Source: an optimization exercise on an open RTL-to-GDS flow (aim: a short achievable clock period and few clock cycles). Production flows keep margins and buffers that such runs may drop.
The RTL of this run was laid out without a check of its function.
Power is estimated from default activity; no workload was simulated.

## design.v

```verilog
module RA1SH (
   Q,
   CLK,
   CEN,
   WEN,
   A,
   D,
   OEN
);
   parameter BITS = 16;
   parameter word_depth = 16;
   parameter addr_width = 4;
   output [BITS-1:0] Q;
   input CLK;
   input CEN;
   input WEN;
   input [addr_width-1:0] A;
   input [BITS-1:0] D;
   input OEN;
   reg [BITS-1:0] mem [0:word_depth-1];
   reg [BITS-1:0] Qi;
   always @(posedge CLK) begin
      if (!CEN) begin
         if (!WEN) begin
            mem[A] <= D;
            Qi <= D;
         end else begin
            Qi <= mem[A];
         end
      end
   end
   assign Q = OEN ? {BITS{1'b0}} : Qi;
endmodule
module CPU(
				clk,
			  rst_n,
		   IO_stall,
         awid_m_inf,
       awaddr_m_inf,
       awsize_m_inf,
      awburst_m_inf,
        awlen_m_inf,
      awvalid_m_inf,
      awready_m_inf,
        wdata_m_inf,
        wlast_m_inf,
       wvalid_m_inf,
       wready_m_inf,
          bid_m_inf,
        bresp_m_inf,
       bvalid_m_inf,
       bready_m_inf,
         arid_m_inf,
       araddr_m_inf,
        arlen_m_inf,
       arsize_m_inf,
      arburst_m_inf,
      arvalid_m_inf,
      arready_m_inf, 
          rid_m_inf,
        rdata_m_inf,
        rresp_m_inf,
        rlast_m_inf,
       rvalid_m_inf,
       rready_m_inf 
);
input  wire clk, rst_n;
output reg  IO_stall;
parameter ID_WIDTH = 4 , ADDR_WIDTH = 32, DATA_WIDTH = 16, DRAM_NUMBER=2, WRIT_NUMBER=1;
output  wire [WRIT_NUMBER * ID_WIDTH-1:0]        awid_m_inf;
output  wire [WRIT_NUMBER * ADDR_WIDTH-1:0]    awaddr_m_inf;
output  wire [WRIT_NUMBER * 3 -1:0]            awsize_m_inf;
output  wire [WRIT_NUMBER * 2 -1:0]           awburst_m_inf;
output  wire [WRIT_NUMBER * 7 -1:0]             awlen_m_inf;
output  wire [WRIT_NUMBER-1:0]                awvalid_m_inf;
input   wire [WRIT_NUMBER-1:0]                awready_m_inf;
output  wire [WRIT_NUMBER * DATA_WIDTH-1:0]     wdata_m_inf;
output  wire [WRIT_NUMBER-1:0]                  wlast_m_inf;
output  wire [WRIT_NUMBER-1:0]                 wvalid_m_inf;
input   wire [WRIT_NUMBER-1:0]                 wready_m_inf;
input   wire [WRIT_NUMBER * ID_WIDTH-1:0]         bid_m_inf;
input   wire [WRIT_NUMBER * 2 -1:0]             bresp_m_inf;
input   wire [WRIT_NUMBER-1:0]             	   bvalid_m_inf;
output  wire [WRIT_NUMBER-1:0]                 bready_m_inf;
output  wire [DRAM_NUMBER * ID_WIDTH-1:0]       arid_m_inf;
output  wire [DRAM_NUMBER * ADDR_WIDTH-1:0]   araddr_m_inf;
output  wire [DRAM_NUMBER * 7 -1:0]            arlen_m_inf;
output  wire [DRAM_NUMBER * 3 -1:0]           arsize_m_inf;
output  wire [DRAM_NUMBER * 2 -1:0]          arburst_m_inf;
output  wire [DRAM_NUMBER-1:0]               arvalid_m_inf;
input   wire [DRAM_NUMBER-1:0]               arready_m_inf;
input   wire [DRAM_NUMBER * ID_WIDTH-1:0]         rid_m_inf;
input   wire [DRAM_NUMBER * DATA_WIDTH-1:0]     rdata_m_inf;
input   wire [DRAM_NUMBER * 2 -1:0]             rresp_m_inf;
input   wire [DRAM_NUMBER-1:0]                  rlast_m_inf;
input   wire [DRAM_NUMBER-1:0]                 rvalid_m_inf;
output  wire [DRAM_NUMBER-1:0]                 rready_m_inf;
reg  [3:0]current_state ;
reg  [3:0]next_state ;
reg signed [15:0] core_r0 , core_r1 , core_r2 , core_r3 ;
reg signed [15:0] core_r4 , core_r5 , core_r6 , core_r7 ;
reg signed [15:0] core_r8 , core_r9 , core_r10, core_r11;
reg signed [15:0] core_r12, core_r13, core_r14, core_r15;
wire  MEM_cen, MEM_oen;
reg   MEM_wen;
wire  [3:0]MEM_adr;
reg   [15:0]MEM_in ;
wire  [15:0] MEM_out;
wire  [2:0]opcode;
wire  [3:0]rs,rt,rd;
wire  func;
wire  signed[4:0]imm;
wire  [15:0]address;
wire  [15:0]inst;
reg   [15:0]inst_reg1, inst_reg2;
reg   signed [15:0]rs_data,rt_data,rd_data;
reg   in_valid_inst ;
wire  out_valid_inst ;
reg   signed [12:0] pc ;
reg   [4:0]inst_mode ; 
wire  signed [15:0]data_addr;
wire  out_finish_data;
reg   in_valid_data_write ;
reg   in_valid_data_read;
wire  out_valid_data ;
wire  signed[15:0]load_data ;
parameter EMPTY         = 5'd0 ;
parameter ADD           = 5'd1 ;
parameter SUB           = 5'd2 ;
parameter SLT           = 5'd3 ;
parameter MUL           = 5'd4 ;
parameter LOAD          = 5'd5 ;
parameter STORE         = 5'd6 ;
parameter BRANCH        = 5'd7 ;
parameter JUMP          = 5'd8 ;
parameter IDLE              = 4'd0  ;
parameter INST_FETCH_1      = 4'd1  ;
parameter INST_FETCH_2      = 4'd2  ;
parameter SRAM_STORE        = 4'd3  ;
parameter SRAM_TAKE         = 4'd4  ;
parameter INST_DECODE       = 4'd5  ;
parameter EXECUTE           = 4'd6  ;
parameter DATA_LOAD         = 4'd7  ;
parameter DATA_STORE        = 4'd8  ;
parameter WAIT_OUT_FINISH   = 4'd9  ;
parameter WAIT_OUT_VALID_DATA = 4'd10 ;
parameter WRITE_BACK        = 4'd11 ;
parameter CHECK_REG         = 4'd12 ;
assign opcode = inst_reg2[15:13] ;
assign rs     = inst_reg2[12: 9] ;
assign rt     = inst_reg2[ 8: 5] ;
assign rd     = inst_reg2[ 4: 1] ;
assign func   = inst_reg2[0] ;
assign imm    = inst_reg2[ 4: 0] ;
assign address = { 3'b000 , inst_reg2[12:0] } ;
assign data_addr = {4'b0001, ((rs_data + imm) * 2 )} ;  
always@(posedge clk or negedge rst_n)begin
  if(!rst_n)  current_state <= IDLE ;
  else        current_state <= next_state ;
end
always@(*)begin
    case(current_state)
        IDLE : begin
            next_state = INST_FETCH_1 ;
        end
        INST_FETCH_1 : begin
            next_state = INST_FETCH_2 ;
        end
        INST_FETCH_2 : begin
            if(out_valid_inst)  next_state = SRAM_STORE  ;
            else                next_state = INST_FETCH_2 ;
        end
        SRAM_STORE : begin
            next_state = SRAM_TAKE;
        end
        SRAM_TAKE : begin
            next_state = INST_DECODE;
        end
        INST_DECODE : begin
            next_state = EXECUTE ;
        end
        EXECUTE : begin
            if(opcode[2:1] == 2'b00)      next_state = WRITE_BACK  ;  
            else if(opcode == 3'b011)     next_state = DATA_LOAD   ;  
            else if(opcode == 3'b010)     next_state = DATA_STORE  ;  
            else                          next_state = CHECK_REG   ;  
        end
        WRITE_BACK : begin
            next_state = CHECK_REG ;
        end
        DATA_LOAD : begin
            next_state = WAIT_OUT_VALID_DATA;
        end
        DATA_STORE : begin
            next_state = WAIT_OUT_FINISH;
        end
        WAIT_OUT_VALID_DATA :begin
            if(out_valid_data)      next_state = CHECK_REG ;
            else                    next_state = WAIT_OUT_VALID_DATA ;
        end
        WAIT_OUT_FINISH : begin
            if(out_finish_data)  next_state = CHECK_REG;
            else                 next_state = WAIT_OUT_FINISH ;
        end
        CHECK_REG : begin
            next_state = IDLE ;
        end
        default: next_state = current_state ;
    endcase
end
always@(posedge clk or negedge rst_n)begin
    if(!rst_n)    pc <= 13'b0;
    else begin
        if(current_state == CHECK_REG) begin
            if(opcode == 3'b101 &&  (rs_data== rt_data) )    pc  <= pc + 2 + (imm << 1)  ;   
            else if(opcode == 3'b100 )                       pc  <= address;
            else pc <= pc + 2 ;
        end
    end 
end
always@(*)begin
    case(current_state)
        INST_FETCH_1 : in_valid_inst = 1 ;
        default :      in_valid_inst = 0;
    endcase
end
always@(*)begin
    case(current_state)
        DATA_LOAD : in_valid_data_read = 1 ;
        default :      in_valid_data_read = 0;
    endcase
end
always@(*)begin
    case(current_state)
        SRAM_STORE : MEM_wen = 0 ;
        default :    MEM_wen = 1 ;
    endcase
end
always@(*)begin
    case(current_state)
        SRAM_STORE : MEM_in = inst_reg1;
        default :    MEM_in = 0;
    endcase
end
always@(posedge clk or negedge rst_n)begin
    if(!rst_n)      inst_reg1 <= 0;
    else if(out_valid_inst)  inst_reg1 <= inst;
 end
 always@(posedge clk or negedge rst_n)begin
    if(!rst_n)      inst_reg2 <= 0;
    else if(current_state == SRAM_TAKE) inst_reg2 <= MEM_out;
 end
always@(*)begin
    case(opcode)
        3'b000 : begin
            if(func)    inst_mode = ADD ;
            else        inst_mode = SUB ;
        end 
        3'b001 : begin
            if(func)    inst_mode = SLT ;
            else        inst_mode = MUL ;
        end
        3'b011 :        inst_mode = LOAD    ;
        3'b010 :        inst_mode = STORE   ;
        3'b101 :        inst_mode = BRANCH  ;      
        3'b100 :        inst_mode = JUMP    ;
        default : inst_mode = EMPTY ;
    endcase
end
always @(posedge clk or negedge rst_n) begin
    if (!rst_n)     rs_data <= 0 ;
    else begin
        if (current_state == INST_DECODE) begin
            case(rs)
                0:      rs_data <= core_r0  ;
                1:      rs_data <= core_r1  ;
                2:      rs_data <= core_r2  ;
                3:      rs_data <= core_r3  ;
                4:      rs_data <= core_r4  ;
                5:      rs_data <= core_r5  ;
                6:      rs_data <= core_r6  ;
                7:      rs_data <= core_r7  ;
                8:      rs_data <= core_r8  ;
                9:      rs_data <= core_r9  ;
                10:     rs_data <= core_r10 ; 
                11:     rs_data <= core_r11 ; 
                12:     rs_data <= core_r12 ; 
                13:     rs_data <= core_r13 ; 
                14:     rs_data <= core_r14 ; 
                15:     rs_data <= core_r15 ; 
            endcase
        end         
    end
end
always @(posedge clk or negedge rst_n) begin
    if (!rst_n)     rt_data <= 0 ;
    else begin
        if (current_state == INST_DECODE) begin
            case(rt)
                0:      rt_data <= core_r0  ;
                1:      rt_data <= core_r1  ;
                2:      rt_data <= core_r2  ;
                3:      rt_data <= core_r3  ;
                4:      rt_data <= core_r4  ;
                5:      rt_data <= core_r5  ;
                6:      rt_data <= core_r6  ;
                7:      rt_data <= core_r7  ;
                8:      rt_data <= core_r8  ;
                9:      rt_data <= core_r9  ;
                10:     rt_data <= core_r10 ; 
                11:     rt_data <= core_r11 ; 
                12:     rt_data <= core_r12 ; 
                13:     rt_data <= core_r13 ; 
                14:     rt_data <= core_r14 ; 
                15:     rt_data <= core_r15 ; 
            endcase
        end         
    end
end
always@(posedge clk or negedge rst_n)begin
    if(!rst_n)      rd_data <= 0 ;
    else begin
        if(current_state == EXECUTE) begin
            case(inst_mode)
                ADD : rd_data <= rs_data + rt_data ;
                SUB : rd_data <= rs_data - rt_data ;
                SLT : begin
                    if(rt_data > rs_data)   rd_data <= 1'b1 ;
                    else                    rd_data <= 1'b0;
                end 
                MUL : rd_data <= rs_data * rt_data ;
                default : rd_data <= 0 ;
            endcase
        end
    end
end
always@(*)begin
    case(current_state)
        DATA_STORE :          in_valid_data_write = 1'b1;
        default :             in_valid_data_write = 1'b0;
    endcase
end
always@(posedge clk or negedge rst_n)begin
    if(!rst_n)begin
        IO_stall <= 1;
    end
    else begin
        case(current_state)
            CHECK_REG : IO_stall <= 0;
            default: IO_stall <= 1 ;
        endcase
    end
end
always@(posedge clk or negedge rst_n)begin
    if(!rst_n)begin
        core_r0  <= 0;
    end
    else begin
        if(current_state == WRITE_BACK && rd == 0) core_r0 <= rd_data ;
        else if (out_valid_data==1     && rt == 0) core_r0 <= load_data ;
    end
end
always@(posedge clk or negedge rst_n)begin
    if(!rst_n)begin
        core_r1  <= 0;
    end
    else begin
        if(current_state == WRITE_BACK && rd == 1) core_r1 <= rd_data ;
        else if (out_valid_data==1     && rt == 1) core_r1 <= load_data ;
    end
end
always@(posedge clk or negedge rst_n)begin
    if(!rst_n)begin
        core_r2  <= 0;
    end
    else begin
        if(current_state == WRITE_BACK && rd == 2) core_r2 <= rd_data ;
        else if (out_valid_data==1     && rt == 2) core_r2 <= load_data ;
    end
end
always@(posedge clk or negedge rst_n)begin
    if(!rst_n)begin
        core_r3  <= 0;
    end
    else begin
        if(current_state == WRITE_BACK && rd == 3) core_r3 <= rd_data ;
        else if (out_valid_data==1     && rt == 3) core_r3 <= load_data ;
    end
end
always@(posedge clk or negedge rst_n)begin
    if(!rst_n)begin
        core_r4  <= 0;
    end
    else begin
        if(current_state == WRITE_BACK && rd == 4) core_r4 <= rd_data ;
        else if (out_valid_data==1     && rt == 4) core_r4 <= load_data ;
    end
end
always@(posedge clk or negedge rst_n)begin
    if(!rst_n)begin
        core_r5  <= 0;
    end
    else begin
        if(current_state == WRITE_BACK && rd == 5) core_r5 <= rd_data ;
        else if (out_valid_data==1     && rt == 5) core_r5 <= load_data ;
    end
end
always@(posedge clk or negedge rst_n)begin
    if(!rst_n)begin
        core_r6  <= 0;
    end
    else begin
        if(current_state == WRITE_BACK && rd == 6) core_r6 <= rd_data ;
        else if (out_valid_data==1     && rt == 6) core_r6 <= load_data ;
    end
end
always@(posedge clk or negedge rst_n)begin
    if(!rst_n)begin
        core_r7  <= 0;
    end
    else begin
        if(current_state == WRITE_BACK && rd == 7) core_r7 <= rd_data ;
        else if (out_valid_data==1     && rt == 7) core_r7 <= load_data ;
    end
end
always@(posedge clk or negedge rst_n)begin
    if(!rst_n)begin
        core_r8  <= 0;
    end
    else begin
        if(current_state == WRITE_BACK && rd == 8) core_r8 <= rd_data ;
        else if (out_valid_data==1     && rt == 8) core_r8 <= load_data ;
    end
end
always@(posedge clk or negedge rst_n)begin
    if(!rst_n)begin
        core_r9  <= 0;
    end
    else begin
        if(current_state == WRITE_BACK && rd == 9) core_r9 <= rd_data ;
        else if (out_valid_data==1     && rt == 9) core_r9 <= load_data ;
    end
end
always@(posedge clk or negedge rst_n)begin
    if(!rst_n)begin
        core_r10  <= 0;
    end
    else begin
        if(current_state == WRITE_BACK && rd == 10) core_r10 <= rd_data ;
        else if (out_valid_data==1     && rt == 10) core_r10 <= load_data ;
    end
end
always@(posedge clk or negedge rst_n)begin
    if(!rst_n)begin
        core_r11  <= 0;
    end
    else begin
        if(current_state == WRITE_BACK && rd == 11) core_r11 <= rd_data ;
        else if (out_valid_data==1     && rt == 11) core_r11 <= load_data ;
    end
end
always@(posedge clk or negedge rst_n)begin
    if(!rst_n)begin
        core_r12  <= 0;
    end
    else begin
        if(current_state == WRITE_BACK && rd == 12) core_r12 <= rd_data ;
        else if (out_valid_data==1     && rt == 12) core_r12 <= load_data ;
    end
end
always@(posedge clk or negedge rst_n)begin
    if(!rst_n)begin
        core_r13  <= 0;
    end
    else begin
        if(current_state == WRITE_BACK && rd == 13) core_r13 <= rd_data ;
        else if (out_valid_data==1     && rt == 13) core_r13 <= load_data ;
    end
end
always@(posedge clk or negedge rst_n)begin
    if(!rst_n)begin
        core_r14  <= 0;
    end
    else begin
        if(current_state == WRITE_BACK && rd == 14) core_r14 <= rd_data ;
        else if (out_valid_data==1     && rt == 14) core_r14 <= load_data ;
    end
end
always@(posedge clk or negedge rst_n)begin
    if(!rst_n)begin
        core_r15  <= 0;
    end
    else begin
        if(current_state == WRITE_BACK && rd == 15) core_r15 <= rd_data ;
        else if (out_valid_data==1     && rt == 15) core_r15 <= load_data ;
    end
end
assign MEM_cen = 0 ;
assign MEM_oen = 0 ;
assign MEM_adr = 0 ;
RA1SH X_0 (.Q(MEM_out) , .CLK(clk), .CEN(MEM_cen), .WEN(MEM_wen) , .A(MEM_adr) , .D(MEM_in), .OEN(MEM_oen));
read_DRAM_instruction Read_Inst(
                .clk(clk),
              .rst_n(rst_n),
           .in_valid(in_valid_inst),
            .in_addr(pc),
          .out_valid(out_valid_inst),
           .out_inst(inst),
         .arid_m_inf(arid_m_inf[DRAM_NUMBER * ID_WIDTH-1:ID_WIDTH]),
       .araddr_m_inf(araddr_m_inf[DRAM_NUMBER * ADDR_WIDTH-1:ADDR_WIDTH]),
        .arlen_m_inf(arlen_m_inf[DRAM_NUMBER * 7 -1:7]),
       .arsize_m_inf(arsize_m_inf[DRAM_NUMBER * 3 -1:3]),
      .arburst_m_inf(arburst_m_inf[DRAM_NUMBER * 2 -1:2]),
      .arvalid_m_inf(arvalid_m_inf[1]),
      .arready_m_inf(arready_m_inf[1]), 
          .rid_m_inf(rid_m_inf[DRAM_NUMBER * ID_WIDTH-1:ID_WIDTH]),
        .rdata_m_inf(rdata_m_inf[DRAM_NUMBER * DATA_WIDTH-1:DATA_WIDTH]),
        .rresp_m_inf(rresp_m_inf[DRAM_NUMBER * 2 -1:2]),
        .rlast_m_inf(rlast_m_inf[1]),
       .rvalid_m_inf(rvalid_m_inf[1]),
       .rready_m_inf(rready_m_inf[1]) 
);
read_DRAM_data read_DRAM_data(
                .clk(clk),
              .rst_n(rst_n),
           .in_valid(in_valid_data_read),
            .in_addr(data_addr[11:0]),
          .out_valid(out_valid_data),
           .out_data(load_data),
         .arid_m_inf(arid_m_inf[ID_WIDTH-1:0]),
       .araddr_m_inf(araddr_m_inf[ADDR_WIDTH-1:0]),
        .arlen_m_inf(arlen_m_inf[7 -1:0]),
       .arsize_m_inf(arsize_m_inf[3 -1:0]),
      .arburst_m_inf(arburst_m_inf[2 -1:0]),
      .arvalid_m_inf(arvalid_m_inf[0]),
      .arready_m_inf(arready_m_inf[0]), 
          .rid_m_inf(rid_m_inf[ID_WIDTH-1:0]),
        .rdata_m_inf(rdata_m_inf[DATA_WIDTH-1:0]),
        .rresp_m_inf(rresp_m_inf[2 -1:0]),
        .rlast_m_inf(rlast_m_inf[0]),
       .rvalid_m_inf(rvalid_m_inf[0]),
       .rready_m_inf(rready_m_inf[0]) 
);
write_DRAM_data WRITE_DATA(
                .clk(clk),
              .rst_n(rst_n),
           .in_valid(in_valid_data_write),
            .in_addr(data_addr[11:0]),
            .in_data(rt_data),
         .out_finish(out_finish_data),
         .awid_m_inf(awid_m_inf),
       .awaddr_m_inf(awaddr_m_inf),
       .awsize_m_inf(awsize_m_inf),
      .awburst_m_inf(awburst_m_inf),
        .awlen_m_inf(awlen_m_inf),
      .awvalid_m_inf(awvalid_m_inf),
      .awready_m_inf(awready_m_inf),
        .wdata_m_inf(wdata_m_inf),
        .wlast_m_inf(wlast_m_inf),
       .wvalid_m_inf(wvalid_m_inf),
       .wready_m_inf(wready_m_inf),
          .bid_m_inf(bid_m_inf),
        .bresp_m_inf(bresp_m_inf),
       .bvalid_m_inf(bvalid_m_inf),
       .bready_m_inf(bready_m_inf)
);
endmodule
module read_DRAM_instruction(
                clk,
              rst_n,
           in_valid,
            in_addr,
          out_valid,
           out_inst,
         arid_m_inf,
       araddr_m_inf,
        arlen_m_inf,
       arsize_m_inf,
      arburst_m_inf,
      arvalid_m_inf,
      arready_m_inf, 
          rid_m_inf,
        rdata_m_inf,
        rresp_m_inf,
        rlast_m_inf,
       rvalid_m_inf,
       rready_m_inf 
);
parameter ID_WIDTH = 4 , ADDR_WIDTH = 32, DATA_WIDTH = 16, DRAM_NUMBER=2, WRIT_NUMBER=1;
input  wire clk, rst_n;
input  in_valid;
input  [12:0] in_addr;  
output reg out_valid;
output reg [15:0] out_inst;
output  wire [ID_WIDTH-1:0]       arid_m_inf;
output  wire [ADDR_WIDTH-1:0]   araddr_m_inf;
output  wire [7 -1:0]            arlen_m_inf;
output  wire [3 -1:0]           arsize_m_inf;
output  wire [2 -1:0]          arburst_m_inf;
output  reg                    arvalid_m_inf;
input   wire                   arready_m_inf;
input   wire [ID_WIDTH-1:0]         rid_m_inf;
input   wire [DATA_WIDTH-1:0]     rdata_m_inf;
input   wire [2 -1:0]             rresp_m_inf;
input   wire                      rlast_m_inf;
input   wire                     rvalid_m_inf;
output  reg                      rready_m_inf;
reg     [1:0]current_state,next_state;
reg     [15:0]out_reg;
assign arid_m_inf = 0 ;
assign arlen_m_inf = 7'b0 ;
assign arsize_m_inf = 3'b001 ;
assign arburst_m_inf = 2'b01 ;
assign araddr_m_inf = {16'd0, 4'b0001, in_addr[11:0] };
parameter   IDLE = 2'd0;
parameter   SEND = 2'd1;
parameter   WAIT = 2'd2;
parameter   OUT  = 2'd3;
always@(posedge clk or negedge rst_n)begin
  if(!rst_n)  current_state <= 0;
  else current_state <= next_state;
end
always@(*)begin
    case(current_state)
        IDLE : begin
            if(in_valid)    next_state = SEND ;
            else            next_state = IDLE ;
        end
        SEND : begin
            if(arready_m_inf) next_state = WAIT ;
            else              next_state = SEND ;
        end
        WAIT : begin
            if(rlast_m_inf)  next_state = OUT ;
            else             next_state = WAIT;
        end
        OUT: begin
            next_state = IDLE;
        end
        default : next_state = current_state;
    endcase
end
always@(*)begin
    case(current_state)
        SEND : arvalid_m_inf = 1 ;
        default : arvalid_m_inf = 0;
    endcase
end
always@(*)begin
    case(current_state)
        WAIT : rready_m_inf = 1;
        default : rready_m_inf = 0;
    endcase
end
always@(*)begin
    case(current_state)
        OUT :     out_valid = 1;
        default : out_valid = 0;
    endcase
end
always@(posedge clk or negedge rst_n)begin
  if(!rst_n)            out_reg <= 0;
  else if(rlast_m_inf)  out_reg <= rdata_m_inf;
end
always@(*)begin
    case(current_state)
        OUT :     out_inst = out_reg ;  
        default : out_inst = 0 ; 
    endcase
end
endmodule
module read_DRAM_data(
                clk,
              rst_n,
           in_valid,
            in_addr,
            in_data,
          out_valid,
           out_data,
         arid_m_inf,
       araddr_m_inf,
        arlen_m_inf,
       arsize_m_inf,
      arburst_m_inf,
      arvalid_m_inf,
      arready_m_inf, 
          rid_m_inf,
        rdata_m_inf,
        rresp_m_inf,
        rlast_m_inf,
       rvalid_m_inf,
       rready_m_inf 
);
parameter ID_WIDTH = 4 , ADDR_WIDTH = 32, DATA_WIDTH = 16, DRAM_NUMBER=2, WRIT_NUMBER=1;
input  wire clk, rst_n;
input  in_valid;
input  [11:0] in_addr;
input  [15:0] in_data;
output reg out_valid;
output reg [15:0] out_data;
output  wire [ID_WIDTH-1:0]       arid_m_inf;
output  wire [ADDR_WIDTH-1:0]   araddr_m_inf;
output  wire [7 -1:0]            arlen_m_inf;
output  wire [3 -1:0]           arsize_m_inf;
output  wire [2 -1:0]          arburst_m_inf;
output  reg                    arvalid_m_inf;
input   wire                   arready_m_inf;
input   wire [ID_WIDTH-1:0]         rid_m_inf;
input   wire [DATA_WIDTH-1:0]     rdata_m_inf;
input   wire [2 -1:0]             rresp_m_inf;
input   wire                      rlast_m_inf;
input   wire                     rvalid_m_inf;
output  reg                      rready_m_inf;
parameter IDLE  = 2'd0 ;
parameter SEND  = 2'd1 ;
parameter WAIT  = 2'd2 ;
parameter OUT   = 2'd3 ;
reg      [1:0] current_state, next_state;
reg      [15:0]out_reg;
assign   arid_m_inf = 0 ;
assign   arlen_m_inf = 7'b0 ;
assign   arsize_m_inf = 3'b001 ;
assign   arburst_m_inf = 2'b01 ;
assign   araddr_m_inf = { 16'd0 , 4'b001 , in_addr } ;
always @(posedge clk or negedge rst_n) begin
    if (!rst_n)     current_state <= IDLE ;
    else            current_state <= next_state ;
end
always @(*)begin
    case(current_state)
        IDLE : begin
            if(in_valid)    next_state = SEND ;
            else            next_state = IDLE ;
        end
        SEND : begin
            if(arready_m_inf) next_state = WAIT ;
            else              next_state = SEND ; 
        end
        WAIT : begin
            if(rlast_m_inf)  next_state = OUT ;
            else             next_state = WAIT;
        end
        OUT : begin
            next_state = IDLE;
        end
        default : next_state = current_state ;
    endcase
end
always@(*)begin
    case(current_state)
        SEND : arvalid_m_inf = 1 ;
        default : arvalid_m_inf = 0;
    endcase
end
always@(*)begin
    case(current_state)
        WAIT :    rready_m_inf = 1;
        default : rready_m_inf = 0;
    endcase
end
always@(*)begin
    case(current_state)
        OUT :     out_valid = 1;
        default : out_valid = 0;
    endcase
end
always@(posedge clk or negedge rst_n)begin
  if(!rst_n)            out_reg <= 0;
  else if(rlast_m_inf)  out_reg <= rdata_m_inf;
end
always@(*)begin
    case(current_state)
        OUT :     out_data = out_reg ;  
        default : out_data = 0 ; 
    endcase
end
endmodule
module write_DRAM_data(
                clk,
              rst_n,
           in_valid,
            in_addr,
            in_data,
         out_finish,
         awid_m_inf,
       awaddr_m_inf,
       awsize_m_inf,
      awburst_m_inf,
        awlen_m_inf,
      awvalid_m_inf,
      awready_m_inf,
        wdata_m_inf,
        wlast_m_inf,
       wvalid_m_inf,
       wready_m_inf,
          bid_m_inf,
        bresp_m_inf,
       bvalid_m_inf,
       bready_m_inf
);
parameter ID_WIDTH = 4 , ADDR_WIDTH = 32, DATA_WIDTH = 16, DRAM_NUMBER=2, WRIT_NUMBER=1;
input  wire clk, rst_n;
input  in_valid;
input  [11:0] in_addr;  
input  [15:0] in_data;
output reg out_finish;
output  wire [ID_WIDTH-1:0]        awid_m_inf;
output  wire [ADDR_WIDTH-1:0]    awaddr_m_inf;
output  wire [3 -1:0]            awsize_m_inf;
output  wire [2 -1:0]           awburst_m_inf;
output  wire [7 -1:0]             awlen_m_inf;
output  reg                     awvalid_m_inf;
input   wire                    awready_m_inf;
output  reg  [DATA_WIDTH-1:0]     wdata_m_inf;
output  reg                       wlast_m_inf;
output  reg                      wvalid_m_inf;
input   wire                     wready_m_inf;
input   wire [ID_WIDTH-1:0]         bid_m_inf;
input   wire [2 -1:0]             bresp_m_inf;
input   wire                     bvalid_m_inf;
output  wire                     bready_m_inf;
parameter IDLE = 3'd0 ;
parameter SEND = 3'd1 ;
parameter WAIT = 3'd2 ;
parameter OUT  = 3'd3 ;
parameter RESPONSE = 3'd4;
reg  [2:0] current_state, next_state;
always @(posedge clk or negedge rst_n) begin
    if (!rst_n)     current_state <= IDLE ;
    else            current_state <= next_state ;
end
always @(*) begin
    case(current_state)
        IDLE : begin
            if(in_valid)        next_state = SEND ;
            else                next_state = IDLE ;
        end
        SEND : begin
            if(awready_m_inf)   next_state = WAIT ;
            else                next_state = SEND ;
        end
        WAIT : begin
            if(wready_m_inf)    next_state = OUT ;
            else                next_state = WAIT;
        end
        OUT : begin
            next_state = RESPONSE ;
        end
        RESPONSE : begin
            if(bvalid_m_inf) next_state = IDLE ;
            else             next_state = RESPONSE ;
        end
        default : next_state = current_state ;
    endcase
end
assign awid_m_inf = 0 ;
assign awlen_m_inf = 7'd0 ;
assign awsize_m_inf = 3'b001 ;
assign awburst_m_inf = 2'b01 ;
assign awaddr_m_inf = { 16'd0 , 4'b0001, in_addr } ;
assign bready_m_inf = (current_state == RESPONSE) ? 1 : 0 ;
always @(*) begin
    case(current_state)
        SEND :    awvalid_m_inf = 1 ;
        default : awvalid_m_inf = 0 ;
    endcase
end
always@(*)begin
    case(current_state)
        WAIT :    wvalid_m_inf = 1;
        default : wvalid_m_inf = 0;
    endcase
end
always@(*)begin
    case(current_state)
        WAIT :    wdata_m_inf = in_data ;
        default : wdata_m_inf = 0 ;
    endcase
end
always@(*)begin
    case(current_state)
        WAIT :    wlast_m_inf = 1;
        default : wlast_m_inf = 0;
    endcase
end
always@(*)begin
    case(current_state)
        OUT :     out_finish = 1;
        default : out_finish = 0;
    endcase
end
endmodule
```

## run.sh

```bash
#!/bin/bash
# synth_recipe.tcl (not shown) runs the flow's synth.tcl, then flattens the netlist and writes it again
# the make line also repeats each setting of config.mk as NAME=value (left out here)
make -C /OpenROAD-flow-scripts/flow DESIGN_CONFIG=/design/flow/config.mk WORK_HOME=/design/flow/orfs CLKGATE_MAP_FILE= SYNTH_SCRIPT=/design/flow/synth_recipe.tcl finish
```

## constraint.sdc

```tcl
create_clock -name core_clock -period 6.0 [get_ports {clk}]
set_input_delay 1.2000 -clock core_clock [delete_from_list [all_inputs] [get_ports {clk}]]
set_output_delay 1.2000 -clock core_clock [all_outputs]
set_load 0.01 [all_outputs]
```

## config.mk

```make
export PLATFORM = sky130hd
export DESIGN_NAME = CPU
export DESIGN_NICKNAME = CPU
export VERILOG_FILES = /design/flow/design.v
export SDC_FILE = /design/flow/constraint.sdc
export NUM_CORES = 4
export LEC_CHECK = 0
export CAP_MARGIN = 20
export CORE_MARGIN = 2
export CORE_UTILIZATION = 40
export SLEW_MARGIN = 20
```

==> results.sh <==
export IMPL_drt_iter0_drc=2952
export IMPL_yosysSeqAreaShare_pct=35.8
export IMPL_ys_types=79
export IMPL_hold_violations=0
export IMPL_routabilityCongestion=0.917
export IMPL_die_x_um=272
export IMPL_netlist_instances=3147
export IMPL_ys_ff_latch=408
export IMPL_grt_remaining_overflow=0
export IMPL_core_um2=71400
export IMPL_outcome="no timing/DRC/antenna violations"
export IMPL_drive_above_1_share_pct=9.57
export IMPL_skew_ns=0.0346
export IMPL_die_h_um=272
export IMPL_initial_core_util_pct=40.3
export IMPL_peakVddDrop_v=0.000245
export IMPL_clock_latency_ns=0.61
export IMPL_leakagePower_uw=0.0134
export IMPL_post_drt_wl_per_cell_um=24.9
export IMPL_viasPerCell=5.86
export IMPL_crit_type="reg2reg"
export IMPL_clk_path_buf_depth=3
export IMPL_fin_ws_ns=0.256
export IMPL_cp_end_kind="flop"
export IMPL_ys_warn_count=5
export IMPL_finalNetCount=3400
export IMPL_firstDrtPassIters=6
export IMPL_fmax_ghz=0.174
export IMPL_areaGrowthSynthToFinish_pct=11.3
export IMPL_postRouteWirelength_um=103000
export IMPL_r2r_setup_slack_ns=0.26
export IMPL_cts_htree_levels=2
export IMPL_numClockSinks=408
export IMPL_hp_class="reg2reg"
export IMPL_setup_tns_ns=0
export IMPL_cts_clk_slew_worst_paths_ns=0.07
export IMPL_cts_buffers=47
export IMPL_cts_setup_buffers=0
export IMPL_cts_resized=0
export IMPL_holdBufCountCts=0
export IMPL_timing_final_crit_period_ns=5.74
export IMPL_rsz0062_at_grt="false"
export IMPL_fin_area_um2=32000
export IMPL_fin_crit_sh_pct=95.7
export IMPL_dieArea_um2=74000
export IMPL_synthArstFlopShare_pct=96.1
export IMPL_grt_pass1_wl_um=152000
export IMPL_ys_flop_type="dfrtp_1"
export IMPL_cap_violations=0
export IMPL_cp_arrival_ns=6.21
export IMPL_synth_area_per_cell_um2=9.13
export IMPL_cp_start_kind="flop"
export IMPL_placed_area_um2=30300
export IMPL_drc=0
export IMPL_netlist_area_um2=28700
export IMPL_drt_antenna_violating_nets=0
export IMPL_critPathMaxFanout=12
export IMPL_hpwlAfterDp_um=65300
export IMPL_cts_root_buf="clkbuf_16"
export IMPL_critical_path_required_ns=6.46
export IMPL_slew_violations=0
export IMPL_rows=98
export IMPL_fin_util_pct=44.8
export IMPL_io_pins=230
export IMPL_vias=24200
export IMPL_cts_tree="done"
export IMPL_slew_headroom_pct=15.3
export IMPL_dp_slack_ns=0.306
export IMPL_worst_pin_slew_ns=1.26
export IMPL_grtUsageTotal_pct=27.3
export IMPL_antenna_found_initial=4
export IMPL_setup_violations=0
export IMPL_powerDensity_nw_per_um2=487
export IMPL_grt_pass1_vias=23500
export IMPL_antennaDiodeCount=0
export IMPL_port_buffers=99
export IMPL_grt_max_degree=138
export IMPL_synth_edf_count=16
## report_power, final
part / internal, µW / switching (µW)
clock: 1800 / 1250
combinational: 2960 / 4630
sequential: 3570 / 1360
## cells by family (layout without fill, tap and decap cells)
group                    after synthesis  count (layout)  synth area share (%)
AO/OA/AOI/OAI                        776             776                  16.8
flip-flops                           408             408                  35.8
buffers and inverters                536             458                  9.13
other                                  2             110                0.0261
multiplexers                         323             323                  11.6
AND/OR/NAND/NOR                      825             825                  13.5
XOR/XNOR                              80              80                  2.44
adder cells (fa/ha/maj)              197             197                  10.7
## cells in the mapped netlist, types with 4 or more instances
cell type	n	area [µm²]
o21a_1	4	30.0
nor3_2	11	110
o31ai_1	8	60.1
buf_1	16	60.1
nor4_1	6	37.5
or3_1	10	62.6
a22oi_1	186	1400
nand2_1	330	1240
buf_6	12	135
o211ai_1	8	60.1
nand2b_1	23	144
nand4_1	47	294
inv_1	167	627
o22ai_1	34	213
nor4_4	5	106
a21oi_1	173	866
nand3_1	41	205
and2_1	58	363
edfxtp_1	16	480
fa_1	82	1640
a221oi_1	28	245
a22o_1	23	201
nand3b_1	4	30.0
xor2_1	18	158
xnor2_1	62	543
ha_1	115	1440
o221ai_1	7	61.3
mux2_2	63	709
a211oi_1	9	67.6
buf_2	23	115
nor2_1	209	785
o21ai_0	251	1260
a31oi_1	8	50.1
clkbuf_1	181	679
buf_4	131	983
nor2b_1	13	81.3
dfrtp_1	391	9780
a21o_1	11	82.6
nor3_1	45	225
mux2i_1	259	2590
## critical path: stages, from the launching register on
cell	delay, ns
dfrtp_1	0.62
nand2_1	0.15
fa_1	0.53
fa_1	0.57
fa_1	0.44
fa_1	0.55
inv_1	0.05
fa_1	0.48
inv_1	0.05
fa_1	0.47
inv_1	0.04
ha_1	0.35
and3_1	0.18
nand3_1	0.08
nand3_1	0.09
o41ai_1	0.37
xnor2_1	0.25
a22oi_1	0.20
o21ai_0	0.12
## path summary, 6_finish.rpt
check,to,startpoint,cells after the start
min in group asynchronous,core_r3[13],rst_n,1
worst min-delay path,X_0.mem[0][12],inst_reg1[12],0
worst min register to register,X_0.mem[0][12],inst_reg1[12],0
worst max register to register,rd_data[14],rt_data[1],18
max in group asynchronous,Read_Inst.out_reg[13],rst_n,2
worst max-delay path,rd_data[14],rt_data[1],18
## routing by layer
metal,track usage (%),share of wire (%)
met4,13.3,5.8
met2,42.2,44
met1,35.8,40
met3,6.72,10
met5,0,0.031
## layout make-up
class	count	area [µm²]
Clock buffer	70	1450
Clock inverter	14	196
Fill cell	6972	39400
Inverter	171	642
Multi-Input combinational cell	2311	16400
Sequential cell	408	10300
Tap cell	950	1190
Timing Repair Buffer	203	1800
## per-stage QoR
step                      instances  hold slack [ns]  power, µW
after floorplan                3255            0.419       9430
after global placement         4041            0.424      12300
after detailed placement       4041            0.429      12300
after CTS                      4125            0.421      15400
after global routing           4127            0.430      16400
final                          4127            0.432      15600
## cells in the final DEF, fill, tap and decap left out, types with 13 or more instances in the layout
master           netlist  final
clkbuf_16              0     49
o21ai_0              251    251
a21oi_1              173    173
a22oi_1              186    186
dfrtp_1              391    391
clkbuf_8               0     14
ha_1                 115    115
xnor2_1               62     62
clkdlybuf4s50_1        0     98
fa_1                  82     82
nor2_1               209    199
nor3_2                11     15
mux2_2                63     63
nand4_1               47     47
nand2_1              330    330
nand3_1               41     41
a22o_1                23     23
buf_4                131    102
a221oi_1              28     28
conb_1                 2    110
nor2b_1               13     13
edfxtp_1              16     16
nand2b_1              23     23
inv_1                167    167
and2_1                58     58
mux2i_1              259    259
nor3_1                45     32
o22ai_1               34     34
xor2_1                18     18

port drivers added, routing unchanged:
Ports are ideal in the flow. The routed layout listed here was re-timed in OpenROAD. Step 1 sets driving cells, clkbuf_16 on the clock port and buf_2 on the other inputs (assumed; they add their load-dependent delay and slew). Step 2 moves the port delays by t, midway between the first and last clock arrival at a register: inputs arrive t later, outputs are due t later. That takes back most of the time a late clock gives input paths. Three values: ideal, step 1, step 2; two values: the first two.
shift t [ns]: 0.651
slack for setup (ns): 0.256 / 0.256 / 0.256
worst data-port slew with drivers (ns): 0.06
pins driven straight from the clock port: 1
After both steps this run still meets setup and hold. For this run, drivers alone change the setup slack by 0.000 ns; drivers and shift together by 0.000 ns.
